Source: an optimization exercise on an open RTL-to-GDS flow (aim: small area and a short achievable clock period). Production flows keep margins and buffers that such runs may drop.
Only simulation tests tie the RTL to the original design; equivalence was not proved.

## flow/flow/run.sh

```bash
#!/bin/bash
# Standard ORFS layout, with the port buffers made of buf_2 cells instead of the default choice.
set -euo pipefail
bash standard.sh "BUFFER_PORTS_ARGS=-buffer_cell sky130_fd_sc_hd__buf_2" finish > make_finish.log 2>&1
```

## flow/standard.sh

```bash
#!/bin/bash
# synth_recipe.tcl (not shown) runs the flow's synth.tcl, then flattens the netlist and writes it again
# the make line also repeats each setting of config.mk as NAME=value (left out here)
make -C /OpenROAD-flow-scripts/flow DESIGN_CONFIG=/design/flow/config.mk WORK_HOME=/design/flow/orfs CLKGATE_MAP_FILE= SYNTH_SCRIPT=/design/flow/synth_recipe.tcl "${@:-finish}"
```

## flow/config.mk

```make
export PLATFORM = sky130hd
export DESIGN_NAME = MACRegister
export DESIGN_NICKNAME = MACRegister
export VERILOG_FILES = /design/flow/design.v
export SDC_FILE = /design/flow/constraint.sdc
export NUM_CORES = 4
export LEC_CHECK = 0
export CAP_MARGIN = 20
export CORE_MARGIN = 2
export CORE_UTILIZATION = 40
export SETUP_SLACK_MARGIN = 1.0
export SLEW_MARGIN = 20
export SYNTH_HIERARCHICAL = 1
export SYNTH_MINIMUM_KEEP_SIZE = 0
```

## flow/constraint.sdc

```tcl
create_clock -name core_clock -period 19.0 [get_ports {clk}]
set_input_delay 3.8000 -clock core_clock [delete_from_list [all_inputs] [get_ports {clk}]]
set_output_delay 3.8000 -clock core_clock [all_outputs]
set_load 0.01 [all_outputs]
```

## flow/design.v

```verilog
`timescale 1ns / 1ps
module HalfAdder(
    input a,
    input b,
    output f,
    output carryOut
    );
    assign f = a ^ b;
    assign carryOut = a & b;
endmodule
module HalfAdderN(
    input an,
    input bn,
    output fn,
    output carryOutN
    );
    Xnor2 x(an, bn, fn);
    Or2 o(an, bn, carryOutN);
endmodule
module Xnor2(input a, input b, output y);
    assign y = ~(a ^ b);
endmodule
module Or2(input a, input b, output y);
    assign y = a | b;
endmodule
`timescale 1ns / 1ps
module FullAdder(
    input a,
    input b,
    input carryIn,
    output sum,
    output carryOut
    );
    assign sum = a ^ b ^ carryIn;
    assign carryOut = (a & b) | (a & carryIn) | (b & carryIn);
endmodule
`timescale 1ns / 1ps
module Inv(input a, output y);
    assign y = ~a;
endmodule
module Nand2(input a, input b, output y);
    assign y = ~(a & b);
endmodule
module Nor2(input a, input b, output y);
    assign y = ~(a | b);
endmodule
module Aoi21(input a, input b, input c, output y);
    assign y = ~((a & b) | c);
endmodule
module Oai21(input a, input b, input c, output y);
    assign y = ~((a | b) & c);
endmodule
module Xor2(input a, input b, output y);
    assign y = a ^ b;
endmodule
`timescale 1ns / 1ps
module MACRegister(
    input clk,
    input rst,
    input [1:0] opcode,
    input [15:0] a,
    input [15:0] b,
    output [31:0] dataOut
    );
    reg [31:0] register;
    assign dataOut = register;
    wire [31:0] rt = ~register;
    wire pp0_0 = ~(a[0] & b[0]), pp0_1 = ~(a[0] & b[1]), pp0_2 = ~(a[0] & b[2]), pp0_3 = ~(a[0] & b[3]), pp0_4 = ~(a[0] & b[4]), pp0_5 = ~(a[0] & b[5]), pp0_6 = ~(a[0] & b[6]), pp0_7 = ~(a[0] & b[7]), pp0_8 = ~(a[0] & b[8]), pp0_9 = ~(a[0] & b[9]), pp0_10 = ~(a[0] & b[10]), pp0_11 = ~(a[0] & b[11]), pp0_12 = ~(a[0] & b[12]), pp0_13 = ~(a[0] & b[13]), pp0_14 = ~(a[0] & b[14]), pp0_15 = ~(a[0] & b[15]);
    wire pp1_0 = ~(a[1] & b[0]), pp1_1 = ~(a[1] & b[1]), pp1_2 = ~(a[1] & b[2]), pp1_3 = ~(a[1] & b[3]), pp1_4 = ~(a[1] & b[4]), pp1_5 = ~(a[1] & b[5]), pp1_6 = ~(a[1] & b[6]), pp1_7 = ~(a[1] & b[7]), pp1_8 = ~(a[1] & b[8]), pp1_9 = ~(a[1] & b[9]), pp1_10 = ~(a[1] & b[10]), pp1_11 = ~(a[1] & b[11]), pp1_12 = ~(a[1] & b[12]), pp1_13 = ~(a[1] & b[13]), pp1_14 = ~(a[1] & b[14]), pp1_15 = ~(a[1] & b[15]);
    wire pp2_0 = ~(a[2] & b[0]), pp2_1 = ~(a[2] & b[1]), pp2_2 = ~(a[2] & b[2]), pp2_3 = ~(a[2] & b[3]), pp2_4 = ~(a[2] & b[4]), pp2_5 = ~(a[2] & b[5]), pp2_6 = ~(a[2] & b[6]), pp2_7 = ~(a[2] & b[7]), pp2_8 = ~(a[2] & b[8]), pp2_9 = ~(a[2] & b[9]), pp2_10 = ~(a[2] & b[10]), pp2_11 = ~(a[2] & b[11]), pp2_12 = ~(a[2] & b[12]), pp2_13 = ~(a[2] & b[13]), pp2_14 = ~(a[2] & b[14]), pp2_15 = ~(a[2] & b[15]);
    wire pp3_0 = ~(a[3] & b[0]), pp3_1 = ~(a[3] & b[1]), pp3_2 = ~(a[3] & b[2]), pp3_3 = ~(a[3] & b[3]), pp3_4 = ~(a[3] & b[4]), pp3_5 = ~(a[3] & b[5]), pp3_6 = ~(a[3] & b[6]), pp3_7 = ~(a[3] & b[7]), pp3_8 = ~(a[3] & b[8]), pp3_9 = ~(a[3] & b[9]), pp3_10 = ~(a[3] & b[10]), pp3_11 = ~(a[3] & b[11]), pp3_12 = ~(a[3] & b[12]), pp3_13 = ~(a[3] & b[13]), pp3_14 = ~(a[3] & b[14]), pp3_15 = ~(a[3] & b[15]);
    wire pp4_0 = ~(a[4] & b[0]), pp4_1 = ~(a[4] & b[1]), pp4_2 = ~(a[4] & b[2]), pp4_3 = ~(a[4] & b[3]), pp4_4 = ~(a[4] & b[4]), pp4_5 = ~(a[4] & b[5]), pp4_6 = ~(a[4] & b[6]), pp4_7 = ~(a[4] & b[7]), pp4_8 = ~(a[4] & b[8]), pp4_9 = ~(a[4] & b[9]), pp4_10 = ~(a[4] & b[10]), pp4_11 = ~(a[4] & b[11]), pp4_12 = ~(a[4] & b[12]), pp4_13 = ~(a[4] & b[13]), pp4_14 = ~(a[4] & b[14]), pp4_15 = ~(a[4] & b[15]);
    wire pp5_0 = ~(a[5] & b[0]), pp5_1 = ~(a[5] & b[1]), pp5_2 = ~(a[5] & b[2]), pp5_3 = ~(a[5] & b[3]), pp5_4 = ~(a[5] & b[4]), pp5_5 = ~(a[5] & b[5]), pp5_6 = ~(a[5] & b[6]), pp5_7 = ~(a[5] & b[7]), pp5_8 = ~(a[5] & b[8]), pp5_9 = ~(a[5] & b[9]), pp5_10 = ~(a[5] & b[10]), pp5_11 = ~(a[5] & b[11]), pp5_12 = ~(a[5] & b[12]), pp5_13 = ~(a[5] & b[13]), pp5_14 = ~(a[5] & b[14]), pp5_15 = ~(a[5] & b[15]);
    wire pp6_0 = ~(a[6] & b[0]), pp6_1 = ~(a[6] & b[1]), pp6_2 = ~(a[6] & b[2]), pp6_3 = ~(a[6] & b[3]), pp6_4 = ~(a[6] & b[4]), pp6_5 = ~(a[6] & b[5]), pp6_6 = ~(a[6] & b[6]), pp6_7 = ~(a[6] & b[7]), pp6_8 = ~(a[6] & b[8]), pp6_9 = ~(a[6] & b[9]), pp6_10 = ~(a[6] & b[10]), pp6_11 = ~(a[6] & b[11]), pp6_12 = ~(a[6] & b[12]), pp6_13 = ~(a[6] & b[13]), pp6_14 = ~(a[6] & b[14]), pp6_15 = ~(a[6] & b[15]);
    wire pp7_0 = ~(a[7] & b[0]), pp7_1 = ~(a[7] & b[1]), pp7_2 = ~(a[7] & b[2]), pp7_3 = ~(a[7] & b[3]), pp7_4 = ~(a[7] & b[4]), pp7_5 = ~(a[7] & b[5]), pp7_6 = ~(a[7] & b[6]), pp7_7 = ~(a[7] & b[7]), pp7_8 = ~(a[7] & b[8]), pp7_9 = ~(a[7] & b[9]), pp7_10 = ~(a[7] & b[10]), pp7_11 = ~(a[7] & b[11]), pp7_12 = ~(a[7] & b[12]), pp7_13 = ~(a[7] & b[13]), pp7_14 = ~(a[7] & b[14]), pp7_15 = ~(a[7] & b[15]);
    wire pp8_0 = ~(a[8] & b[0]), pp8_1 = ~(a[8] & b[1]), pp8_2 = ~(a[8] & b[2]), pp8_3 = ~(a[8] & b[3]), pp8_4 = ~(a[8] & b[4]), pp8_5 = ~(a[8] & b[5]), pp8_6 = ~(a[8] & b[6]), pp8_7 = ~(a[8] & b[7]), pp8_8 = ~(a[8] & b[8]), pp8_9 = ~(a[8] & b[9]), pp8_10 = ~(a[8] & b[10]), pp8_11 = ~(a[8] & b[11]), pp8_12 = ~(a[8] & b[12]), pp8_13 = ~(a[8] & b[13]), pp8_14 = ~(a[8] & b[14]), pp8_15 = ~(a[8] & b[15]);
    wire pp9_0 = ~(a[9] & b[0]), pp9_1 = ~(a[9] & b[1]), pp9_2 = ~(a[9] & b[2]), pp9_3 = ~(a[9] & b[3]), pp9_4 = ~(a[9] & b[4]), pp9_5 = ~(a[9] & b[5]), pp9_6 = ~(a[9] & b[6]), pp9_7 = ~(a[9] & b[7]), pp9_8 = ~(a[9] & b[8]), pp9_9 = ~(a[9] & b[9]), pp9_10 = ~(a[9] & b[10]), pp9_11 = ~(a[9] & b[11]), pp9_12 = ~(a[9] & b[12]), pp9_13 = ~(a[9] & b[13]), pp9_14 = ~(a[9] & b[14]), pp9_15 = ~(a[9] & b[15]);
    wire pp10_0 = ~(a[10] & b[0]), pp10_1 = ~(a[10] & b[1]), pp10_2 = ~(a[10] & b[2]), pp10_3 = ~(a[10] & b[3]), pp10_4 = ~(a[10] & b[4]), pp10_5 = ~(a[10] & b[5]), pp10_6 = ~(a[10] & b[6]), pp10_7 = ~(a[10] & b[7]), pp10_8 = ~(a[10] & b[8]), pp10_9 = ~(a[10] & b[9]), pp10_10 = ~(a[10] & b[10]), pp10_11 = ~(a[10] & b[11]), pp10_12 = ~(a[10] & b[12]), pp10_13 = ~(a[10] & b[13]), pp10_14 = ~(a[10] & b[14]), pp10_15 = ~(a[10] & b[15]);
    wire pp11_0 = ~(a[11] & b[0]), pp11_1 = ~(a[11] & b[1]), pp11_2 = ~(a[11] & b[2]), pp11_3 = ~(a[11] & b[3]), pp11_4 = ~(a[11] & b[4]), pp11_5 = ~(a[11] & b[5]), pp11_6 = ~(a[11] & b[6]), pp11_7 = ~(a[11] & b[7]), pp11_8 = ~(a[11] & b[8]), pp11_9 = ~(a[11] & b[9]), pp11_10 = ~(a[11] & b[10]), pp11_11 = ~(a[11] & b[11]), pp11_12 = ~(a[11] & b[12]), pp11_13 = ~(a[11] & b[13]), pp11_14 = ~(a[11] & b[14]), pp11_15 = ~(a[11] & b[15]);
    wire pp12_0 = ~(a[12] & b[0]), pp12_1 = ~(a[12] & b[1]), pp12_2 = ~(a[12] & b[2]), pp12_3 = ~(a[12] & b[3]), pp12_4 = ~(a[12] & b[4]), pp12_5 = ~(a[12] & b[5]), pp12_6 = ~(a[12] & b[6]), pp12_7 = ~(a[12] & b[7]), pp12_8 = ~(a[12] & b[8]), pp12_9 = ~(a[12] & b[9]), pp12_10 = ~(a[12] & b[10]), pp12_11 = ~(a[12] & b[11]), pp12_12 = ~(a[12] & b[12]), pp12_13 = ~(a[12] & b[13]), pp12_14 = ~(a[12] & b[14]), pp12_15 = ~(a[12] & b[15]);
    wire pp13_0 = ~(a[13] & b[0]), pp13_1 = ~(a[13] & b[1]), pp13_2 = ~(a[13] & b[2]), pp13_3 = ~(a[13] & b[3]), pp13_4 = ~(a[13] & b[4]), pp13_5 = ~(a[13] & b[5]), pp13_6 = ~(a[13] & b[6]), pp13_7 = ~(a[13] & b[7]), pp13_8 = ~(a[13] & b[8]), pp13_9 = ~(a[13] & b[9]), pp13_10 = ~(a[13] & b[10]), pp13_11 = ~(a[13] & b[11]), pp13_12 = ~(a[13] & b[12]), pp13_13 = ~(a[13] & b[13]), pp13_14 = ~(a[13] & b[14]), pp13_15 = ~(a[13] & b[15]);
    wire pp14_0 = ~(a[14] & b[0]), pp14_1 = ~(a[14] & b[1]), pp14_2 = ~(a[14] & b[2]), pp14_3 = ~(a[14] & b[3]), pp14_4 = ~(a[14] & b[4]), pp14_5 = ~(a[14] & b[5]), pp14_6 = ~(a[14] & b[6]), pp14_7 = ~(a[14] & b[7]), pp14_8 = ~(a[14] & b[8]), pp14_9 = ~(a[14] & b[9]), pp14_10 = ~(a[14] & b[10]), pp14_11 = ~(a[14] & b[11]), pp14_12 = ~(a[14] & b[12]), pp14_13 = ~(a[14] & b[13]), pp14_14 = ~(a[14] & b[14]), pp14_15 = ~(a[14] & b[15]);
    wire pp15_0 = ~(a[15] & b[0]), pp15_1 = ~(a[15] & b[1]), pp15_2 = ~(a[15] & b[2]), pp15_3 = ~(a[15] & b[3]), pp15_4 = ~(a[15] & b[4]), pp15_5 = ~(a[15] & b[5]), pp15_6 = ~(a[15] & b[6]), pp15_7 = ~(a[15] & b[7]), pp15_8 = ~(a[15] & b[8]), pp15_9 = ~(a[15] & b[9]), pp15_10 = ~(a[15] & b[10]), pp15_11 = ~(a[15] & b[11]), pp15_12 = ~(a[15] & b[12]), pp15_13 = ~(a[15] & b[13]), pp15_14 = ~(a[15] & b[14]), pp15_15 = ~(a[15] & b[15]);
    wire s1, c2, s3, c4, s5, c6, s7, c8, s9, c10, s11, c12, s13, c14, s15, c16;
    wire s17, c18, s19, c20, s21, c22, s23, c24, s25, c26, s27, c28, s29, c30, s31, c32;
    wire s33, c34, s35, c36, s37, c38, s39, c40, s41, c42, s43, c44, s45, c46, s47, c48;
    wire s49, c50, s51, c52, s53, c54, s55, c56, s57, c58, s59, c60, s61, c62, s63, c64;
    wire s65, c66, s67, c68, s69, c70, s71, c72, s73, c74, s75, c76, s77, c78, s79, c80;
    wire s81, c82, s83, c84, s85, c86, s87, c88, s89, c90, s91, c92, s93, c94, s95, c96;
    wire s97, c98, s99, c100, s101, c102, s103, c104, s105, c106, s107, c108, s109, c110, s111, c112;
    wire s113, c114, s115, c116, s117, c118, s119, c120, s121, c122, s123, c124, s125, c126, s127, c128;
    wire s129, c130, s131, c132, s133, c134, s135, c136, s137, c138, s139, c140, s141, c142, s143, c144;
    wire s145, c146, s147, c148, s149, c150, s151, c152, s153, c154, s155, c156, s157, c158, s159, c160;
    wire s161, c162, s163, c164, s165, c166, s167, c168, s169, c170, s171, c172, s173, c174, s175, c176;
    wire s177, c178, s179, c180, s181, c182, s183, c184, s185, c186, s187, c188, s189, c190, s191, c192;
    wire s193, c194, s195, c196, s197, c198, s199, c200, s201, c202, s203, c204, s205, c206, s207, c208;
    wire s209, c210, s211, c212, s213, c214, s215, c216, s217, c218, s219, c220, s221, c222, s223, c224;
    wire s225, c226, s227, c228, s229, c230, s231, c232, s233, c234, s235, c236, s237, c238, s239, c240;
    wire s241, c242, s243, c244, s245, c246, s247, c248, s249, c250, s251, c252, s253, c254, s255, c256;
    wire s257, c258, s259, c260, s261, c262, s263, c264, s265, c266, s267, c268, s269, c270, s271, c272;
    wire s273, c274, s275, c276, s277, c278, s279, c280, s281, c282, s283, c284, s285, c286, s287, c288;
    wire s289, c290, s291, c292, s293, c294, s295, c296, s297, c298, s299, c300, s301, c302, s303, c304;
    wire s305, c306, s307, c308, s309, c310, s311, c312, s313, c314, s315, c316, s317, c318, s319, c320;
    wire s321, c322, s323, c324, s325, c326, s327, c328, s329, c330, s331, c332, s333, c334, s335, c336;
    wire s337, c338, s339, c340, s341, c342, s343, c344, s345, c346, s347, c348, s349, c350, s351, c352;
    wire s353, c354, s355, c356, s357, c358, s359, c360, s361, c362, s363, c364, s365, c366, s367, c368;
    wire s369, c370, s371, c372, s373, c374, s375, c376, s377, c378, s379, c380, s381, c382, s383, c384;
    wire s385, c386, s387, c388, s389, c390, s391, c392, s393, c394, s395, c396, s397, c398, s399, c400;
    wire s401, c402, s403, c404, s405, c406, s407, c408, s409, c410, s411, c412, s413, c414, s415, c416;
    wire s417, c418, s419, c420, s421, c422, s423, c424, s425, c426, s427, c428, s429, c430, s431, c432;
    wire s433, c434, s435, c436, s437, c438, s439, c440, s441, c442, s443, c444, s445, c446, s447, c448;
    wire s449, c450, s451, c452, s453, c454, s455, c456, s457, c458, s459, c460, s461, c462, s463, c464;
    wire s465, c466, s467, c468, s469, c470, s471, c472, s473, c474, s475, c476, s477, c478, s479, c480;
    wire s481, c482, s483, c484, s485, c486, s487, c488, s489, c490, s491, c492;
    HalfAdderN ha0(rt[12], pp0_12, s1, c2);
    FullAdder fa0(rt[13], pp0_13, pp10_3, s3, c4);
    HalfAdderN ha1(pp11_2, pp12_1, s5, c6);
    FullAdder fa1(rt[14], pp0_14, pp10_4, s7, c8);
    FullAdder fa2(pp11_3, pp12_2, pp13_1, s9, c10);
    HalfAdderN ha2(pp14_0, pp1_13, s11, c12);
    FullAdder fa3(rt[15], pp0_15, pp10_5, s13, c14);
    FullAdder fa4(pp11_4, pp12_3, pp13_2, s15, c16);
    FullAdder fa5(pp14_1, pp15_0, pp1_14, s17, c18);
    HalfAdderN ha3(pp2_13, pp3_12, s19, c20);
    FullAdder fa6(rt[16], pp10_6, pp11_5, s21, c22);
    FullAdder fa7(pp12_4, pp13_3, pp14_2, s23, c24);
    FullAdder fa8(pp15_1, pp1_15, pp2_14, s25, c26);
    HalfAdderN ha4(pp3_13, pp4_12, s27, c28);
    FullAdder fa9(rt[17], pp10_7, pp11_6, s29, c30);
    FullAdder fa10(pp12_5, pp13_4, pp14_3, s31, c32);
    FullAdder fa11(pp15_2, pp2_15, pp3_14, s33, c34);
    FullAdder fa12(rt[18], pp10_8, pp11_7, s35, c36);
    FullAdder fa13(pp12_6, pp13_5, pp14_4, s37, c38);
    FullAdder fa14(rt[19], pp10_9, pp11_8, s39, c40);
    HalfAdderN ha5(rt[8], pp0_8, s41, c42);
    FullAdder fa15(rt[9], pp0_9, pp1_8, s43, c44);
    HalfAdderN ha6(pp2_7, pp3_6, s45, c46);
    FullAdder fa16(rt[10], pp0_10, pp10_0, s47, c48);
    FullAdder fa17(pp1_9, pp2_8, pp3_7, s49, c50);
    HalfAdderN ha7(pp4_6, pp5_5, s51, c52);
    FullAdder fa18(rt[11], pp0_11, pp10_1, s53, c54);
    FullAdder fa19(pp11_0, pp1_10, pp2_9, s55, c56);
    FullAdder fa20(pp3_8, pp4_7, pp5_6, s57, c58);
    HalfAdderN ha8(pp6_5, pp7_4, s59, c60);
    FullAdder fa21(pp10_2, pp11_1, pp12_0, s61, c62);
    FullAdder fa22(pp1_11, pp2_10, pp3_9, s63, c64);
    FullAdder fa23(pp4_8, pp5_7, pp6_6, s65, c66);
    FullAdder fa24(pp7_5, pp8_4, pp9_3, s67, c68);
    FullAdder fa25(pp13_0, pp1_12, pp2_11, s69, c70);
    FullAdder fa26(pp3_10, pp4_9, pp5_8, s71, c72);
    FullAdder fa27(pp6_7, pp7_6, pp8_5, s73, c74);
    FullAdder fa28(pp9_4, c2, s5, s75, c76);
    FullAdder fa29(pp2_12, pp3_11, pp4_10, s77, c78);
    FullAdder fa30(pp5_9, pp6_8, pp7_7, s79, c80);
    FullAdder fa31(pp8_6, pp9_5, c6, s81, c82);
    FullAdder fa32(s11, c4, s7, s83, c84);
    FullAdder fa33(pp4_11, pp5_10, pp6_9, s85, c86);
    FullAdder fa34(pp7_8, pp8_7, pp9_6, s87, c88);
    FullAdder fa35(c12, s19, c8, s89, c90);
    FullAdder fa36(c10, s13, s15, s91, c92);
    FullAdder fa37(pp5_11, pp6_10, pp7_9, s93, c94);
    FullAdder fa38(pp8_8, pp9_7, c20, s95, c96);
    FullAdder fa39(s27, c14, c16, s97, c98);
    FullAdder fa40(c18, s21, s23, s99, c100);
    FullAdder fa41(pp4_13, pp5_12, pp6_11, s101, c102);
    FullAdder fa42(pp7_10, pp8_9, pp9_8, s103, c104);
    FullAdder fa43(c28, c22, c24, s105, c106);
    FullAdder fa44(c26, s29, s31, s107, c108);
    FullAdder fa45(pp15_3, pp3_15, pp4_14, s109, c110);
    FullAdder fa46(pp5_13, pp6_12, pp7_11, s111, c112);
    FullAdder fa47(pp8_10, pp9_9, c30, s113, c114);
    FullAdder fa48(c32, c34, s35, s115, c116);
    FullAdder fa49(pp12_7, pp13_6, pp14_5, s117, c118);
    FullAdder fa50(pp15_4, pp4_15, pp5_14, s119, c120);
    FullAdder fa51(pp6_13, pp7_12, pp8_11, s121, c122);
    FullAdder fa52(pp9_10, c36, c38, s123, c124);
    FullAdder fa53(rt[20], pp10_10, pp11_9, s125, c126);
    FullAdder fa54(pp12_8, pp13_7, pp14_6, s127, c128);
    FullAdder fa55(pp15_5, pp5_15, pp6_14, s129, c130);
    FullAdder fa56(pp7_13, pp8_12, pp9_11, s131, c132);
    FullAdder fa57(rt[21], pp10_11, pp11_10, s133, c134);
    FullAdder fa58(pp12_9, pp13_8, pp14_7, s135, c136);
    FullAdder fa59(pp15_6, pp6_15, pp7_14, s137, c138);
    FullAdder fa60(rt[22], pp10_12, pp11_11, s139, c140);
    FullAdder fa61(pp12_10, pp13_9, pp14_8, s141, c142);
    FullAdder fa62(rt[23], pp10_13, pp11_12, s143, c144);
    HalfAdderN ha9(rt[5], pp0_5, s145, c146);
    FullAdder fa63(rt[6], pp0_6, pp1_5, s147, c148);
    HalfAdderN ha10(pp2_4, pp3_3, s149, c150);
    FullAdder fa64(rt[7], pp0_7, pp1_6, s151, c152);
    FullAdder fa65(pp2_5, pp3_4, pp4_3, s153, c154);
    HalfAdderN ha11(pp5_2, pp6_1, s155, c156);
    FullAdder fa66(pp1_7, pp2_6, pp3_5, s157, c158);
    FullAdder fa67(pp4_4, pp5_3, pp6_2, s159, c160);
    FullAdder fa68(pp7_1, pp8_0, s41, s161, c162);
    FullAdder fa69(pp4_5, pp5_4, pp6_3, s163, c164);
    FullAdder fa70(pp7_2, pp8_1, pp9_0, s165, c166);
    FullAdder fa71(c42, s45, s43, s167, c168);
    FullAdder fa72(pp6_4, pp7_3, pp8_2, s169, c170);
    FullAdder fa73(pp9_1, c46, s51, s171, c172);
    FullAdder fa74(c44, s47, s49, s173, c174);
    FullAdder fa75(pp8_3, pp9_2, c52, s175, c176);
    FullAdder fa76(s59, c48, c50, s177, c178);
    FullAdder fa77(s53, s55, s57, s179, c180);
    FullAdder fa78(c60, s1, c54, s181, c182);
    FullAdder fa79(c56, c58, s61, s183, c184);
    FullAdder fa80(s63, s65, s67, s185, c186);
    FullAdder fa81(c62, c64, c66, s187, c188);
    FullAdder fa82(c68, s3, s69, s189, c190);
    FullAdder fa83(s71, s73, s75, s191, c192);
    FullAdder fa84(c70, c72, c74, s193, c194);
    FullAdder fa85(s77, s79, s9, s195, c196);
    FullAdder fa86(c76, s81, s83, s197, c198);
    FullAdder fa87(c78, c80, s17, s199, c200);
    FullAdder fa88(s85, s87, c82, s201, c202);
    FullAdder fa89(c84, s89, s91, s203, c204);
    FullAdder fa90(c86, c88, s25, s205, c206);
    FullAdder fa91(s93, s95, c90, s207, c208);
    FullAdder fa92(s97, c92, s99, s209, c210);
    FullAdder fa93(c94, s101, s103, s211, c212);
    FullAdder fa94(s33, c96, c98, s213, c214);
    FullAdder fa95(s105, c100, s107, s215, c216);
    FullAdder fa96(c102, c104, s109, s217, c218);
    FullAdder fa97(s111, s37, c106, s219, c220);
    FullAdder fa98(s113, c108, s115, s221, c222);
    FullAdder fa99(c110, c112, s39, s223, c224);
    FullAdder fa100(s117, s119, s121, s225, c226);
    FullAdder fa101(c114, s123, c116, s227, c228);
    FullAdder fa102(c40, c118, c120, s229, c230);
    FullAdder fa103(c122, s125, s127, s231, c232);
    FullAdder fa104(s129, s131, c124, s233, c234);
    FullAdder fa105(pp8_13, pp9_12, c126, s235, c236);
    FullAdder fa106(c128, c130, c132, s237, c238);
    FullAdder fa107(s133, s135, s137, s239, c240);
    FullAdder fa108(pp15_7, pp7_15, pp8_14, s241, c242);
    FullAdder fa109(pp9_13, c134, c136, s243, c244);
    FullAdder fa110(c138, s139, s141, s245, c246);
    FullAdder fa111(pp12_11, pp13_10, pp14_9, s247, c248);
    FullAdder fa112(pp15_8, pp8_15, pp9_14, s249, c250);
    FullAdder fa113(c140, c142, s143, s251, c252);
    FullAdder fa114(rt[24], pp10_14, pp11_13, s253, c254);
    FullAdder fa115(pp12_12, pp13_11, pp14_10, s255, c256);
    FullAdder fa116(pp15_9, pp9_15, c144, s257, c258);
    FullAdder fa117(rt[25], pp10_15, pp11_14, s259, c260);
    FullAdder fa118(pp12_13, pp13_12, pp14_11, s261, c262);
    FullAdder fa119(rt[26], pp11_15, pp12_14, s263, c264);
    HalfAdderN ha12(rt[3], pp0_3, s265, c266);
    FullAdder fa120(rt[4], pp0_4, pp1_3, s267, c268);
    HalfAdderN ha13(pp2_2, pp3_1, s269, c270);
    FullAdder fa121(pp1_4, pp2_3, pp3_2, s271, c272);
    FullAdder fa122(pp4_1, pp5_0, s145, s273, c274);
    FullAdder fa123(pp4_2, pp5_1, pp6_0, s275, c276);
    FullAdder fa124(c146, s149, s147, s277, c278);
    FullAdder fa125(pp7_0, c150, s155, s279, c280);
    FullAdder fa126(c148, s151, s153, s281, c282);
    FullAdder fa127(c156, c152, c154, s283, c284);
    FullAdder fa128(s157, s159, s161, s285, c286);
    FullAdder fa129(c158, c160, s163, s287, c288);
    FullAdder fa130(s165, c162, s167, s289, c290);
    FullAdder fa131(c164, c166, s169, s291, c292);
    FullAdder fa132(s171, c168, s173, s293, c294);
    FullAdder fa133(c170, c172, s175, s295, c296);
    FullAdder fa134(c174, s177, s179, s297, c298);
    FullAdder fa135(c176, c178, s181, s299, c300);
    FullAdder fa136(c180, s183, s185, s301, c302);
    FullAdder fa137(c182, c184, c186, s303, c304);
    FullAdder fa138(s187, s189, s191, s305, c306);
    FullAdder fa139(c188, c190, s193, s307, c308);
    FullAdder fa140(s195, c192, s197, s309, c310);
    FullAdder fa141(c194, c196, s199, s311, c312);
    FullAdder fa142(s201, c198, s203, s313, c314);
    FullAdder fa143(c200, s205, c202, s315, c316);
    FullAdder fa144(s207, c204, s209, s317, c318);
    FullAdder fa145(c206, s211, c208, s319, c320);
    FullAdder fa146(s213, c210, s215, s321, c322);
    FullAdder fa147(c212, s217, c214, s323, c324);
    FullAdder fa148(s219, c216, s221, s325, c326);
    FullAdder fa149(c218, s223, s225, s327, c328);
    FullAdder fa150(c220, c222, s227, s329, c330);
    FullAdder fa151(c224, s229, c226, s331, c332);
    FullAdder fa152(s231, s233, c228, s333, c334);
    FullAdder fa153(s235, c230, c232, s335, c336);
    FullAdder fa154(s237, s239, c234, s337, c338);
    FullAdder fa155(s241, c236, s243, s339, c340);
    FullAdder fa156(c238, c240, s245, s341, c342);
    FullAdder fa157(c242, s247, s249, s343, c344);
    FullAdder fa158(c244, c246, s251, s345, c346);
    FullAdder fa159(c248, c250, s253, s347, c348);
    FullAdder fa160(s255, s257, c252, s349, c350);
    FullAdder fa161(pp15_10, c254, c256, s351, c352);
    FullAdder fa162(s259, s261, c258, s353, c354);
    FullAdder fa163(pp13_13, pp14_12, pp15_11, s355, c356);
    FullAdder fa164(c260, c262, s263, s357, c358);
    FullAdder fa165(rt[27], pp12_15, pp13_14, s359, c360);
    FullAdder fa166(pp14_13, pp15_12, c264, s361, c362);
    FullAdder fa167(rt[28], pp13_15, pp14_14, s363, c364);
    HalfAdderN ha14(rt[2], pp0_2, s365, c366);
    FullAdder fa168(pp1_2, pp2_1, pp3_0, s367, c368);
    FullAdder fa169(pp4_0, c266, s269, s369, c370);
    FullAdder fa170(c270, c268, s271, s371, c372);
    FullAdder fa171(c272, s275, c274, s373, c374);
    FullAdder fa172(c276, s279, c278, s375, c376);
    FullAdder fa173(c280, c282, s283, s377, c378);
    FullAdder fa174(c284, s287, c286, s379, c380);
    FullAdder fa175(c288, s291, c290, s381, c382);
    FullAdder fa176(c292, s295, c294, s383, c384);
    FullAdder fa177(c296, s299, c298, s385, c386);
    FullAdder fa178(c300, c302, s303, s387, c388);
    FullAdder fa179(c304, s307, c306, s389, c390);
    FullAdder fa180(c308, s311, c310, s391, c392);
    FullAdder fa181(c312, s315, c314, s393, c394);
    FullAdder fa182(c316, s319, c318, s395, c396);
    FullAdder fa183(c320, s323, c322, s397, c398);
    FullAdder fa184(s327, c324, c326, s399, c400);
    FullAdder fa185(c328, s331, c330, s401, c402);
    FullAdder fa186(s335, c332, s337, s403, c404);
    FullAdder fa187(c336, s339, s341, s405, c406);
    FullAdder fa188(s343, c340, c342, s407, c408);
    FullAdder fa189(c344, s347, c346, s409, c410);
    FullAdder fa190(s351, c348, s353, s411, c412);
    FullAdder fa191(s355, c352, s357, s413, c414);
    FullAdder fa192(c356, s359, s361, s415, c416);
    FullAdder fa193(pp15_13, c360, s363, s417, c418);
    FullAdder fa194(rt[29], pp14_15, pp15_14, s419, c420);
    HalfAdderN ha15(rt[1], pp0_1, s421, c422);
    FullAdder fa195(pp1_1, pp2_0, s365, s423, c424);
    FullAdder fa196(c366, s265, s367, s425, c426);
    FullAdder fa197(c368, s267, s369, s427, c428);
    FullAdder fa198(c370, s273, s371, s429, c430);
    FullAdder fa199(c372, s277, s373, s431, c432);
    FullAdder fa200(s281, c374, s375, s433, c434);
    FullAdder fa201(c376, s285, s377, s435, c436);
    FullAdder fa202(c378, s289, s379, s437, c438);
    FullAdder fa203(s293, c380, s381, s439, c440);
    FullAdder fa204(s297, c382, s383, s441, c442);
    FullAdder fa205(s301, c384, s385, s443, c444);
    FullAdder fa206(s305, c386, s387, s445, c446);
    FullAdder fa207(c388, s309, s389, s447, c448);
    FullAdder fa208(s313, c390, s391, s449, c450);
    FullAdder fa209(s317, c392, s393, s451, c452);
    FullAdder fa210(s321, c394, s395, s453, c454);
    FullAdder fa211(s325, c396, s397, s455, c456);
    FullAdder fa212(s329, c398, s399, s457, c458);
    FullAdder fa213(s333, c400, s401, s459, c460);
    FullAdder fa214(c334, s403, c402, s461, c462);
    FullAdder fa215(c338, s405, c404, s463, c464);
    FullAdder fa216(s345, c406, s407, s465, c466);
    FullAdder fa217(s349, c408, s409, s467, c468);
    FullAdder fa218(c350, s411, c410, s469, c470);
    FullAdder fa219(c354, s413, c412, s471, c472);
    FullAdder fa220(c358, c414, s415, s473, c474);
    FullAdder fa221(c362, s417, c416, s475, c476);
    FullAdder fa222(c364, s419, c418, s477, c478);
    FullAdder fa223(rt[30], pp15_15, c420, s479, c480);
    HalfAdderN ha16(rt[0], pp0_0, s481, c482);
    FullAdder fa224(pp1_0, c482, s421, s483, c484);
    FullAdder fa225(c422, c484, s423, s485, c486);
    FullAdder fa226(c424, s425, c486, s487, c488);
    FullAdder fa227(c426, s427, c488, s489, c490);
    FullAdder fa228(c428, s429, c490, s491, c492);
    wire [31:0] x = {c480, c478, c476, c474, c472, c470, c468, c466, c464, c462, c460, c458, c456, c454, c452, c450, c448, c446, c444, c442, c440, c438, c436, c434, c432, c430, s491, s489, s487, s485, s483, s481};
    wire [31:0] y = {rt[31], s479, s477, s475, s473, s471, s469, s467, s465, s463, s461, s459, s457, s455, s453, s451, s449, s447, s445, s443, s441, s439, s437, s435, s433, s431, 1'b1, 1'b1, 1'b1, 1'b1, 1'b1, 1'b1};
    wire [31:0] st;
    assign st[5:0] = x[5:0];
    assign st[31:6] = x[31:6] + y[31:6] + c492;
    always @ (posedge clk) begin
        if (rst)
            register <= 32'd0;
        else case (opcode)
            2'd1:  
                register <= {a, b};
            2'd2:  
                register <= ~st;
        endcase
    end
endmodule
```

==> results.py, run 1 <==
metrics = {
    "cts": {
        "cts_made_buffers": 5,
        "hold_buffers": 0,
        "post_cts_buffers": 0,
        "clk_pin_slew_ns": 0.06,
        "clkSinkCount": 32,
        "cts_resized": 0,
        "clk_latency_ns": 0.29,
        "htree_levels": 2,
        "cts-root-buf": "clkbuf_16",
        "cts_tree": "done",
        "clockBufferDepth": 2,
    },
    "worst_setup_path": {
        "endpoint_kind": "flop",
        "critPathLaunchType": "input pin",
        "crit_path_max_incr_delay_ns": 0.46,
        "cpMostUsedCell": "fa_1",
        "critPathKind": "in2reg",
        "cp_top_family": "adder cells",
        "critPathMaxFanout": 17,
        "crit_slowest_cell": "a311oi_1",
        "cp_cell_sequence": "buf_2 > nand2_1 > or2_1 > fa_1 > fa_1 > fa_1 > fa_1 > fa_1 > fa_1 > fa_1 > a21o_1 > a221o_1 > a311oi_1 > o21bai_1 > or2_0 > a311oi_1 > a31o_1",
        "crit_buf_inv": 1,
        "critical_path_required_ns": 19.23,
        "cp_data_arrival_time_ns": 9.35,
    },
    "yosys": {
        "netlist-cell-type-count": 63,
        "synth.most_common_cell": "nand2_1",
        "synth.area.top_cells": "fa_1 51%, nand2_1 12%, dfxtp_1 7.1%",
        "synthesis.area_mm2": 0.00903,
        "synth-seq-cells": 32,
        "async_flop_share": 0,
        "yosysSeqAreaShare": 0.0709,
        "yosysWarnings": 7,
        "avgSynthCellArea_um2": 9.11,
        "syn-num-nets": 1283,
        "synth_top_area_share": 0.512,
        "syn_inst": 991,
        "ys.flop_type": "dfxtp_1",
        "synth_edf_count": 0,
        "ys_top_cells_by_count": "284 x nand2_1, 231 x fa_1, 81 x clkbuf_1",
        "synth_top_cell_by_area": "fa_1",
    },
    "cells_and_area": {
        "largest_reg_flops": 32,
        "synthToLayoutAreaGrowth_pct": 5.78,
        "regMostFlops": "register",
        "diodes": 0,
        "drive_above_1_share": 0.0848,
        "num-nets-final": 1270,
        "final-instance-count-excl-fill": 1259,
        "reg_top3": "register (32)",
    },
    "die": {
        "die_y_um": 154,
        "design.core.area_mm2": 0.0220,
        "core.rowCount": 54,
        "ioPinCount": 68,
        "start_util": 0.410,
        "die_width_um": 154,
        "die_area_mm2": 0.0238,
    },
    "grt": {
        "grt_max_degree": 53,
        "grt.total_usage": 0.233,
        "grt_pass1_vias": 7684,
        "grt_overflow": 0,
        "antenna_found_initial": 0,
        "grt_pass1_wl_mm": 42.9,
    },
    "place": {
        "hpwl_mm": 20.1,
        "place_inst": 1251,
        "port_buffers": 67,
        "routabilityCongestion": 0.865,
    },
    "timing": {
        "finalHoldWorstSlack_ns": 0.496,
        "fmax_mhz": 110,
        "tightest_slew_ns": 1.05,
        "hold_viol_final": 0,
        "drv_slew": 0,
        "finalSetupTns_ns": 0,
        "fin_crit_ns": 9.12,
        "setup_viol": 0,
        "finClkSkew_ns": 0.00637,
        "min_period_over_period": 0.480,
        "rsz0062_at_grt": "false",
        "slew_headroom": 0.301,
    },
    "drt": {
        "drt_first_pass_iters": 5,
        "via_per_inst": 5.72,
        "wl_met2_mm": 12.9,
        "wl_met3_mm": 1.42,
        "num_vias": 7207,
        "drt-total-wl_mm": 26.4,
        "ant_nets": 0,
        "first_iter_violations": 457,
        "drc": 0,
        "top_layer_used": "met4",
        "wl_per_cell_um": 21.0,
        "wl_met1_mm": 11.6,
    },
    "outcome": {
        "status": "timing/DRC/antenna clean",
    },
    "worst_hold_path": {
        "holdCritPathClass": "reg2reg",
    },
    "flow_run": {
        "maxCapViolCount": 0,
    },
}
-- worst min-delay path: stages, from the launching register on --
cell and delay (ns):
dfxtp_1 0.33, nand2_1 0.07, o21ai_1 0.05
-- modules after synthesis, one instance, submodules excluded, a selection --
module / flip-flops and latches / copies in the design / cells / area, um^2
Or2: 0 / 17 / 1 / 6.26
Xnor2: 0 / 17 / 1 / 8.76
FullAdder: 0 / 229 / 1 / 20.0
MACRegister: 32 / 1 / 728 / 4190
-- layout make-up --
type	count	area, um^2
sequential	32	641
clock buffer	6	129
timing repair buffer	67	335
clock inverter	2	35.0
tap	280	350
inverter	43	161
multi-input combinational	829	7900
fill	2216	12500
-- logic make-up after synthesis --
family / share of synthesized area
and+or+nand+nor: 0.183
buffers and inverters: 0.0544
muxes: 0.00554
DFF: 0.0709
AOI/OAI and AO/OA: 0.109
xor gates and xnor gates: 0.0301
adders and majority gates: 0.547
-- placed cells by master, fill, tap and decap left out, types with 17 or more instances in the layout --
master / count
dfxtp_1: 32
xnor2_1: 25
a211oi_1: 22
o21ai_0: 18
nor2_1: 45
buf_2: 67
nand2_1: 284
inv_1: 42
a21oi_1: 36
or2_1: 17
ha_1: 24
fa_1: 231
-- layer usage --
layer / vias up / track usage
met5: - / 0
met4: 0 / 0.0542
met3: 40 / 0.0308
met2: 238 / 0.389
met1: 3780 / 0.326
li1: 3149 / -
-- through the flow --
step / worst slack (ns) / area [um^2] / utilization
final: 9.88 / 9550 / 0.434
after CTS: 9.91 / 9550 / 0.434
after detailed placement: 9.66 / 9390 / 0.426
after floorplan: 9.98 / 9030 / -
after global routing: 9.64 / 9550 / 0.434
after global placement: 9.67 / 9390 / 0.426
-- worst paths after layout --
check                 end          from  slack (ns)  depth (start not counted)
min          register[24]  register[24]        0.50                          2
max          register[16]          a[0]        9.88                         17
max reg2reg  register[16]   register[0]       13.53                         16
min reg2reg  register[24]  register[24]        0.50                          2
==> run 2: changes to the inputs <==
--- a/flow/config.mk
+++ b/flow/config.mk
@@ -7,7 +7,8 @@
 export LEC_CHECK = 0
 export CAP_MARGIN = 20
 export CORE_MARGIN = 2
-export CORE_UTILIZATION = 40
+export CORE_UTILIZATION = 55
+export PLACE_DENSITY = 0.75
 export SETUP_SLACK_MARGIN = 1.0
 export SLEW_MARGIN = 20
 export SYNTH_HIERARCHICAL = 1
==> run 2 against run 1 <==
Net effect: flip-flop and latch count did not move; synthesized area did not move; synthesized cell count did not move; sequential share of layout area rose by 0.057 points; via count rose by 2.4%; first-iteration DRC count rose by 40%; core utilization rose by 16 points; critical path depth did not move; global-route usage rose by 7.9 points; critical path type unchanged; highest routed layer unchanged.
==> results.py, run 2 <==
metrics = {
    "cts": {
        "hold_buffers": 0,
        "post_cts_buffers": 0,
        "cts_resized": 0,
        "clk_pin_slew_ns": 0.06,
        "cts_made_buffers": 5,
        "htree_levels": 2,
        "clkSinkCount": 32,
        "cts-root-buf": "clkbuf_16",
        "clk_latency_ns": 0.30,
        "cts_tree": "done",
        "clockBufferDepth": 2,
    },
    "yosys": {
        "synth_top_cell_by_area": "fa_1",
        "synth_top_family_by_area": "adder cells",
        "syn-num-nets": 1283,
        "synth.most_common_cell": "nand2_1",
        "ys_top_cells_by_count": "284 x nand2_1, 231 x fa_1, 81 x clkbuf_1",
        "syn_inst": 991,
        "synth-seq-cells": 32,
        "synth.area.top_cells": "fa_1 51%, nand2_1 12%, dfxtp_1 7.1%",
        "synth-compound-area-share": 0.109,
        "synth.mux.area_fraction": 0.00554,
        "async_flop_share": 0,
        "synth_edf_count": 0,
        "netlist-cell-type-count": 63,
        "avgSynthCellArea_um2": 9.11,
        "synth-simple-area-share": 0.183,
        "synthAdderAreaFrac": 0.547,
        "synthesis.area_mm2": 0.00903,
        "yosysSeqAreaShare": 0.0709,
        "synth_top_area_share": 0.512,
        "synthXorXnorAreaFrac": 0.0301,
        "ys.flop_type": "dfxtp_1",
        "yosysWarnings": 7,
    },
    "place": {
        "port_buffers": 67,
        "place_ws_ns": 9.74,
        "place_inst": 1187,
        "dpl_cell_area_mm2": 0.00931,
        "hpwl_mm": 19.4,
        "routabilityCongestion": 0.968,
    },
    "grt": {
        "grt_pass1_wl_mm": 42.4,
        "antenna_found_initial": 0,
        "grt_pass1_vias": 7817,
        "grt_max_degree": 53,
        "grt_overflow": 0,
        "grt.total_usage": 0.312,
    },
    "die": {
        "start_util": 0.566,
        "die_width_um": 132,
        "die_y_um": 132,
        "design.core.area_mm2": 0.0159,
        "ioPinCount": 68,
        "core.rowCount": 46,
        "die_area_mm2": 0.0175,
    },
    "worst_setup_path": {
        "critical_path_required_ns": 19.15,
        "cp_cell_sequence": "buf_2 > nand2_1 > or2_1 > fa_1 > fa_1 > fa_1 > fa_1 > fa_1 > fa_1 > fa_1 > a21o_1 > a221o_1 > a311oi_1 > o21ai_0 > xnor2_1 > mux2i_1 > o22ai_1",
        "critPathLaunchType": "input pin",
        "endpoint_kind": "flop",
        "cp_data_arrival_time_ns": 9.16,
        "crit_buf_inv": 1,
        "crit_path_max_incr_delay_ns": 0.46,
        "cpMostUsedCell": "fa_1",
        "critPathKind": "in2reg",
        "rr_worst_depth": 16,
        "worst-path-stages": 17,
        "critPathMaxFanout": 17,
        "cp_top_family": "adder cells",
        "crit_slowest_cell": "fa_1",
    },
    "timing": {
        "finClkSkew_ns": 0.0124,
        "tightest_slew_ns": 0.996,
        "fin_crit_ns": 9.02,
        "setup_viol": 0,
        "hold_viol_final": 0,
        "fmax_mhz": 111,
        "finalSetupTns_ns": 0,
        "setup_ws_ns": 9.98,
        "rsz0062_at_grt": "false",
        "min_period_over_period": 0.475,
        "drv_slew": 0,
        "slew_headroom": 0.336,
    },
    "cells_and_area": {
        "num-nets-final": 1270,
        "final_common_cell": "nand2_1",
        "drive_above_1_share": 0.0848,
        "seq_area_um2": 641,
        "reg_top3": "register (32)",
        "diodes": 0,
        "largest_reg_flops": 32,
        "synthToLayoutAreaGrowth_pct": 4.89,
        "fillers": 1394,
        "final-instance-count-excl-fill": 1195,
        "layout_common_cells": "284 x nand2_1, 231 x fa_1, 67 x buf_2, 45 x nor2_1, 42 x inv_1",
        "stdcell_area_mm2": 0.00947,
        "regMostFlops": "register",
        "multi_input_area_mm2": 0.00790,
    },
    "drt": {
        "num_vias": 7379,
        "wl_per_cell_um": 21.4,
        "ant_nets": 0,
        "drt-total-wl_mm": 25.6,
        "drt_first_pass_iters": 5,
        "via_per_inst": 6.17,
        "drc": 0,
        "first_iter_violations": 639,
    },
    "worst_hold_path": {
        "holdCritPathClass": "reg2reg",
        "hold_depth": 2,
    },
    "flow_run": {
        "maxCapViolCount": 0,
    },
    "outcome": {
        "status": "timing/DRC/antenna clean",
    },
}
-- run 2: cell counts after synthesis --
No cell type changed its count.
-- run 2: through the flow --
stage / hold slack [ns] / util
finish: 0.498 / 0.594
global route: 0.521 / 0.594
CTS: 0.483 / 0.594
detailed placement: 0.475 / 0.584
global placement: 0.469 / 0.584
floorplan: 0.483 / -
-- run 2: worst min-delay path, cell delays in order (launching register included) --
cell	delay, ns
dfxtp_1	0.33
nand2_1	0.05
o21ai_0	0.06
-- run 2: final timing paths --
path	startpoint	to	slack, ns
hold / removal	register[28]	register[28]	0.50
hold reg to reg	register[28]	register[28]	0.50
setup reg to reg	register[0]	register[20]	13.55
setup / recovery	a[0]	register[20]	9.98
-- run 2: layer usage --
metal	GRT usage	share of wire	wire length, um
met1	0.425	0.39	10000
met2	0.518	0.49	12600
met3	0.0592	0.090	2290
met4	0.0827	0.024	620
met5	0	0	0
-- run 2: cell type report --
| class | count | share of cell area |
|---|---|---|
| multi-input combinational | 829 | 0.834 |
| sequential | 32 | 0.0676 |
| timing repair buffer | 67 | 0.0354 |
| tap | 216 | 0.0285 |
| inverter | 43 | 0.0170 |
| clock buffer | 6 | 0.0136 |
| clock inverter | 2 | 0.00370 |
-- run 2: per-module statistics from Yosys, one instance, submodules excluded, a selection --
| module | cells inside | area [um^2] | flip-flops and latches | times used |
|---|---|---|---|---|
| FullAdder | 1 | 20.0 | 0 | 229 |
| Or2 | 1 | 6.26 | 0 | 17 |
| MACRegister | 728 | 4190 | 32 | 1 |
| Xnor2 | 1 | 8.76 | 0 | 17 |
-- run 2: cells by family after synthesis --
kind of cell             after synthesis
AND/OR/NAND/NOR                      396
XOR/XNOR                              31
AO/OA/AOI/OAI                        141
multiplexers                           5
flip-flops                            32
buffers and inverters                130
adder cells (fa/ha/maj)              256
==> run 3: changes to the inputs <==
--- a/flow/config.mk
+++ b/flow/config.mk
@@ -7,8 +7,8 @@
 export LEC_CHECK = 0
 export CAP_MARGIN = 20
 export CORE_MARGIN = 2
-export CORE_UTILIZATION = 55
-export PLACE_DENSITY = 0.75
+export CORE_UTILIZATION = 70
+export PLACE_DENSITY = 0.85
 export SETUP_SLACK_MARGIN = 1.0
 export SLEW_MARGIN = 20
 export SYNTH_HIERARCHICAL = 1
==> run 3 against run 2 <==
Net effect: clock skew is 0.0099 ns lower; count of clock-buffer cells in the layout stayed put; core utilization is 15 points higher; sequential share of layout area hardly changed; synthesized cell count stayed put; flip-flop and latch count stayed put; design area is 0.58% lower; synthesized area stayed put; first-iteration DRC count is 40% higher; via count is 3.3% higher; critical endpoint is now register[16].
==> results.py, run 3 <==
metrics = {
    "die": {
        "core.rowCount": 41,
        "ioPinCount": 68,
        "die_width_um": 118,
        "die_area_mm2": 0.0138,
        "design.core.area_mm2": 0.0126,
        "start_util": 0.716,
        "die_y_um": 118,
    },
    "cells_and_area": {
        "num-nets-final": 1270,
        "reg_top3": "register (32)",
        "layout_common_cells": "284 x nand2_1, 231 x fa_1, 67 x buf_2, 45 x nor2_1, 42 x inv_1",
        "regMostFlops": "register",
        "final_common_cell": "nand2_1",
        "diodes": 0,
        "largest_reg_flops": 32,
        "drive_above_1_share": 0.0848,
        "final-instance-count-excl-fill": 1151,
        "synthToLayoutAreaGrowth_pct": 4.28,
    },
    "timing": {
        "rsz0062_at_grt": "false",
        "drv_slew": 0,
        "setup_ws_ns": 9.92,
        "finalSetupTns_ns": 0,
        "slew_headroom": 0.347,
        "min_period_over_period": 0.478,
        "tightest_slew_ns": 0.979,
        "finClkSkew_ns": 0.00251,
        "fmax_mhz": 110,
        "setup_viol": 0,
        "fin_crit_ns": 9.08,
        "hold_viol_final": 0,
    },
    "place": {
        "place_ws_ns": 9.73,
        "routabilityCongestion": 0.940,
        "place_inst": 1143,
        "port_buffers": 67,
        "hpwl_mm": 19.3,
    },
    "cts": {
        "htree_levels": 2,
        "cts_tree": "done",
        "cts_made_buffers": 5,
        "cts-root-buf": "clkbuf_16",
        "clk_latency_ns": 0.28,
        "cts_resized": 0,
        "clk_pin_slew_ns": 0.06,
        "clockBufferDepth": 2,
        "hold_buffers": 0,
        "clkSinkCount": 32,
        "post_cts_buffers": 0,
    },
    "grt": {
        "grt_pass1_wl_mm": 42.9,
        "grt_pass1_vias": 8250,
        "grt_max_degree": 53,
        "antenna_found_initial": 0,
        "grt.total_usage": 0.403,
        "grt_overflow": 0,
    },
    "drt": {
        "drt-total-wl_mm": 26.0,
        "num_vias": 7626,
        "ant_nets": 0,
        "wl_per_cell_um": 22.6,
        "via_per_inst": 6.63,
        "first_iter_violations": 896,
        "drc": 0,
        "drt_first_pass_iters": 5,
    },
    "worst_setup_path": {
        "cp_cell_sequence": "buf_2 > nand2_1 > or2_1 > fa_1 > fa_1 > fa_1 > fa_1 > fa_1 > fa_1 > fa_1 > a21o_1 > a221o_1 > a311oi_1 > o21bai_1 > or2_0 > a311oi_1 > a31o_1",
        "critPathLaunchType": "input pin",
        "cp_data_arrival_time_ns": 9.31,
        "critPathKind": "in2reg",
        "cpMostUsedCell": "fa_1",
        "crit_slowest_cell": "fa_1",
        "critPathMaxFanout": 17,
        "crit_path_max_incr_delay_ns": 0.45,
        "critical_path_required_ns": 19.23,
        "endpoint_kind": "flop",
    },
    "yosys": {
        "synth_top_area_share": 0.512,
        "async_flop_share": 0,
        "synth_edf_count": 0,
        "ys.flop_type": "dfxtp_1",
        "netlist-cell-type-count": 63,
        "yosysSeqAreaShare": 0.0709,
        "synthXorXnorAreaFrac": 0.0301,
        "synth_top_family_by_area": "adder cells",
        "syn-num-nets": 1283,
        "synth.mux.area_fraction": 0.00554,
        "synth.area.top_cells": "fa_1 51%, nand2_1 12%, dfxtp_1 7.1%",
        "synth.most_common_cell": "nand2_1",
        "synth-simple-area-share": 0.183,
        "synthAdderAreaFrac": 0.547,
        "synth-seq-cells": 32,
        "synth_top_cell_by_area": "fa_1",
        "syn_inst": 991,
        "avgSynthCellArea_um2": 9.11,
        "synthesis.area_mm2": 0.00903,
        "synth-compound-area-share": 0.109,
        "ys_top_cells_by_count": "284 x nand2_1, 231 x fa_1, 81 x clkbuf_1",
        "yosysWarnings": 7,
    },
    "outcome": {
        "status": "timing/DRC/antenna clean",
    },
    "worst_hold_path": {
        "holdCritPathClass": "reg2reg",
    },
    "flow_run": {
        "maxCapViolCount": 0,
    },
}
==> run 3: cell counts after synthesis <==
No cell type changed its count.
==> run 3: cell families after synthesis <==
logic type,Yosys count
compound gates,141
xor+xnor,31
fa+ha+maj,256
buf+inv,130
flops,32
mux,5
simple gates,396
==> run 3: final timing paths <==
kind                  endpoint         start  slack [ns]  depth (start not counted)
setup / recovery  register[16]          a[0]        9.92                         17
hold / removal    register[28]  register[28]        0.49                          2
setup reg to reg  register[16]   register[0]       13.60                         16
hold reg to reg   register[28]  register[28]        0.49                          2
==> run 3: metrics by stage <==
stage               cell area (um^2)  hold slack (ns)   util
floorplan                       9030            0.483      -
detailed placement              9250            0.478  0.733
finish                          9420            0.485  0.746
global placement                9250            0.467  0.733
CTS                             9420            0.493  0.746
global route                    9420            0.523  0.746
==> run 3: final cells by class <==
class                           instances  area, um^2
Timing Repair Buffer                   67         335
Inverter                               43         161
Sequential cell                        32         641
Clock inverter                          2        35.0
Tap cell                              172         215
Multi-Input combinational cell        829        7900
Fill cell                             951        3200
Clock buffer                            6         129
==> run 3: routing by layer <==
| layer | up-vias | wire (um) | global-route usage |
|---|---|---|---|
| met3 | 123 | 2870 | 0.0751 |
| met4 | 0 | 1290 | 0.178 |
| met2 | 540 | 12800 | 0.670 |
| met1 | 3816 | 9050 | 0.522 |
| li1 | 3147 | - | - |
| met5 | - | 0 | 0 |
==> run 3: modules after synthesis, one instance, submodules excluded, excerpt <==
module,cells inside,copies in the design,flip-flops and latches
Or2,1,17,0
MACRegister,728,1,32
Xnor2,1,17,0
FullAdder,1,229,0
==> run 3: worst max-delay path: cells and delay by family <==
kind | cells | cell delay, ns
and+or+nand+nor | 3 | 0.63
adders and majority gates | 7 | 2.92
buffers and inverters | 1 | 0.37
AOI/OAI and AO/OA | 6 | 1.59
==> run 4: changes to the inputs <==
==> flow/flow/run.sh (replaced) <==
#!/bin/bash
# Standard ORFS layout, with buf_2 port buffers; timing repair aims for 10 ns of setup slack
# at the design's clock period, then power recovery downsizes cells off the critical paths.
set -euo pipefail
bash standard.sh "BUFFER_PORTS_ARGS=-buffer_cell sky130_fd_sc_hd__buf_2" "SETUP_SLACK_MARGIN=10" "RECOVER_POWER=100" finish > make_finish.log 2>&1
--- a/flow/config.mk
+++ b/flow/config.mk
@@ -7,8 +7,8 @@
 export LEC_CHECK = 0
 export CAP_MARGIN = 20
 export CORE_MARGIN = 2
-export CORE_UTILIZATION = 70
-export PLACE_DENSITY = 0.85
+export CORE_UTILIZATION = 55
+export PLACE_DENSITY = 0.75
 export SETUP_SLACK_MARGIN = 1.0
 export SLEW_MARGIN = 20
 export SYNTH_HIERARCHICAL = 1
==> run 4 against run 3 <==
Net effect: now fails the layout checks on max-capacitance violations, max-slew violations; synthesized area did not move; count of clock-buffer cells in the layout rose by 1; global-route usage fell by 9.2 points; worst setup slack got worse by 0.75 ns; via count fell by 2.3%; non-clock buffer count rose by 1; cell count rose by 3.9%; critical path depth did not move; critical endpoint is now register[26]; largest cell class unchanged.
==> results.py, run 4 <==
metrics = {
    "outcome": {
        "status": "finished with violations",
        "so_faults": "max-capacitance violations, max-slew violations",
    },
    "cts": {
        "cts_made_buffers": 5,
        "clk_pin_slew_ns": 0.06,
        "cts-root-buf": "clkbuf_16",
        "clk_latency_ns": 0.28,
        "cts_tree": "done",
        "clkSinkCount": 32,
        "post_cts_buffers": 0,
        "htree_levels": 2,
        "clockBufferDepth": 2,
    },
    "worst_setup_path": {
        "endpoint_kind": "flop",
        "rr_worst_depth": 16,
        "cp_cell_sequence": "clkbuf_1 > nand2_1 > or2_0 > fa_1 > fa_1 > fa_1 > fa_1 > fa_1 > fa_1 > fa_1 > a21o_1 > a221o_1 > a211oi_1 > o21ai_0 > xor2_1 > a211o_1 > a21oi_1",
        "critical_path_required_ns": 19.21,
        "r2r_start": "register[0]",
        "r2r-end": "register[26]",
        "worst-path-stages": 17,
        "endpoint": "register[26]",
        "cp_top_family": "adder cells",
        "cp_data_arrival_time_ns": 10.05,
        "critPathMaxFanout": 17,
        "cpMostUsedCell": "fa_1",
        "crit_buf_inv": 1,
        "crit_path_max_incr_delay_ns": 0.74,
        "cp-startpoint": "a[0]",
        "rrSetupSlack_ns": 13.29,
        "critPathKind": "in2reg",
        "crit_slowest_cell": "clkbuf_1",
        "critPathLaunchType": "input pin",
    },
    "cells_and_area": {
        "num-nets-final": 1271,
        "regMostFlops": "register",
        "synthToLayoutAreaGrowth_pct": 5.14,
        "final_common_cell": "nand2_1",
        "layout_common_cells": "284 x nand2_1, 231 x fa_1, 45 x nor2_1, 42 x inv_1, 36 x a21oi_1",
        "diodes": 0,
        "reg_top3": "register (32)",
        "drive_above_1_share": 0.0490,
        "largest_reg_flops": 32,
    },
    "yosys": {
        "synth.area.top_cells": "fa_1 51%, nand2_1 12%, dfxtp_1 7.1%",
        "netlist-cell-type-count": 63,
        "avgSynthCellArea_um2": 9.11,
        "synth.most_common_cell": "nand2_1",
        "ys.flop_type": "dfxtp_1",
        "async_flop_share": 0,
        "synthesis.area_mm2": 0.00903,
        "yosysWarnings": 7,
        "yosysSeqAreaShare": 0.0709,
        "ys_top_cells_by_count": "284 x nand2_1, 231 x fa_1, 81 x clkbuf_1",
        "synth_top_area_share": 0.512,
        "syn_inst": 991,
        "synth_edf_count": 0,
        "synth_top_cell_by_area": "fa_1",
        "syn-num-nets": 1283,
        "synth-seq-cells": 32,
    },
    "die": {
        "design.core.area_mm2": 0.0159,
        "die_area_mm2": 0.0175,
        "die_y_um": 132,
        "die_width_um": 132,
        "ioPinCount": 68,
        "core.rowCount": 46,
        "start_util": 0.566,
    },
    "grt": {
        "grt.total_usage": 0.310,
        "grt_pass1_wl_mm": 42.4,
        "grt_overflow": 0,
        "antenna_found_initial": 0,
        "grt_max_degree": 53,
        "grt_pass1_vias": 7929,
    },
    "drt": {
        "wl_per_cell_um": 21.5,
        "drt-total-wl_mm": 25.7,
        "drt_first_pass_iters": 6,
        "via_per_inst": 6.23,
        "num_vias": 7453,
        "ant_nets": 0,
        "drc": 0,
        "first_iter_violations": 713,
    },
    "timing": {
        "setup_ws_ns": 9.16,
        "tightest_slew_ns": 2.19,
        "slew_headroom": -0.458,
        "setup_viol": 0,
        "hold_viol_final": 0,
        "finalHoldWorstSlack_ns": 0.496,
        "drv_slew": 103,
        "finalSetupTns_ns": 0,
        "min_period_over_period": 0.518,
        "fmax_mhz": 102,
        "rsz0062_at_grt": "false",
        "fin_crit_ns": 9.84,
        "finClkSkew_ns": 0.00431,
    },
    "place": {
        "port_buffers": 67,
        "routabilityCongestion": 0.934,
        "hpwl_mm": 19.1,
        "place_ws_ns": 9.69,
    },
    "worst_hold_path": {
        "holdCritPathClass": "reg2reg",
    },
    "flow_run": {
        "maxCapViolCount": 2,
    },
}
[run 4: cell counts after synthesis]
Identical to the previous run, type by type.
[run 4: logic make-up after synthesis]
family | Yosys count | synth area share
buffers and inverters | 130 | 0.0544
xor gates and xnor gates | 31 | 0.0301
adders and majority gates | 256 | 0.547
muxes | 5 | 0.00554
AOI/OAI and AO/OA | 141 | 0.109
and+or+nand+nor | 396 | 0.183
DFF | 32 | 0.0709
[run 4: through the flow]
step	instance area, um^2	instances	util
2_1_floorplan	9030	991	-
3_3_place_gp	9320	1188	0.584
3_5_place_dp	9320	1188	0.584
4_1_cts	9510	1196	0.597
5_1_grt	9500	1196	0.596
6_report	9500	1196	0.596
[run 4: metal layers]
layer	part of all wire	wire (um)	vias to the layer above	GRT usage
met3	0.081	2080	75	0.0461
li1	-	-	3147	-
met5	0	0	-	0
met1	0.39	10100	3840	0.417
met2	0.49	12600	391	0.517
met4	0.037	964	0	0.112
[run 4: worst min path at each step]
stage / start / endpoint / slack [ns] / cells after the start
after CTS: register[24] / register[24] / 0.48 / 2
after global placement: register[24] / register[24] / 0.47 / 2
after floorplan: register[24] / register[24] / 0.48 / 2
final: register[28] / register[28] / 0.50 / 2
after global routing: register[28] / register[28] / 0.53 / 2
after detailed placement: register[24] / register[24] / 0.47 / 2
[run 4: cell type report]
| class | count | area [um^2] |
|---|---|---|
| Clock buffer | 7 | 153 |
| Sequential cell | 32 | 641 |
| Multi-Input combinational cell | 829 | 7890 |
| Clock inverter | 1 | 30.0 |
| Tap cell | 216 | 270 |
| Timing Repair Buffer | 68 | 353 |
| Inverter | 43 | 161 |
| Fill cell | 1410 | 6450 |
[run 4: worst reg2reg max path, cell delays in order (launching register included)]
cell and delay [ns]:
dfxtp_1 0.35, inv_1 0.09, or2_0 0.24, fa_1 0.44, fa_1 0.42, fa_1 0.38, fa_1 0.39, fa_1 0.39
fa_1 0.46, fa_1 0.44, a21o_1 0.24, a221o_1 0.40, a211oi_1 0.47, o21ai_0 0.30, xor2_1 0.20, a211o_1 0.31
a21oi_1 0.13
[run 4: timing repair]
action | 4_1_cts | 5_1_grt
pin swaps | 0 | 2
resized for setup | 4 | 27
hold buffers | 0 | 0
setup endpoints to repair | 5 | 10
[run 4: per-module statistics from Yosys (local to each module, per instance), excerpt]
module       cell area, um^2  copies in the design
FullAdder               20.0                   229
MACRegister             4190                     1
Or2                     6.26                    17
Xnor2                   8.76                    17

afterwards: timing with drivers on the ports:
Ports are ideal in the flow. The routed layouts listed here were re-timed in OpenROAD. Step 1, drivers: a clkbuf_16 drives clk and a buf_2 each remaining input, both assumed. Step 2 times the ports against the registers' clock, not the clock port: input delays grow and output delays shrink by t, the midpoint of the rising clock arrivals with the driver on. Three values: ideal, step 1, step 2; two values: the first two.
run	t, ns	setup slack, ns	hold slack, ns
run 1	0.329	9.881 / 9.894 / 9.566	0.496 / 0.496 / 0.496
run 2	0.327	9.983 / 9.989 / 9.663	0.498 / 0.498 / 0.498
run 3	0.320	9.918 / 9.928 / 9.608	0.485 / 0.485 / 0.485
run 4	0.319	9.165 / 9.164 / 8.845	0.496 / 0.496 / 0.496
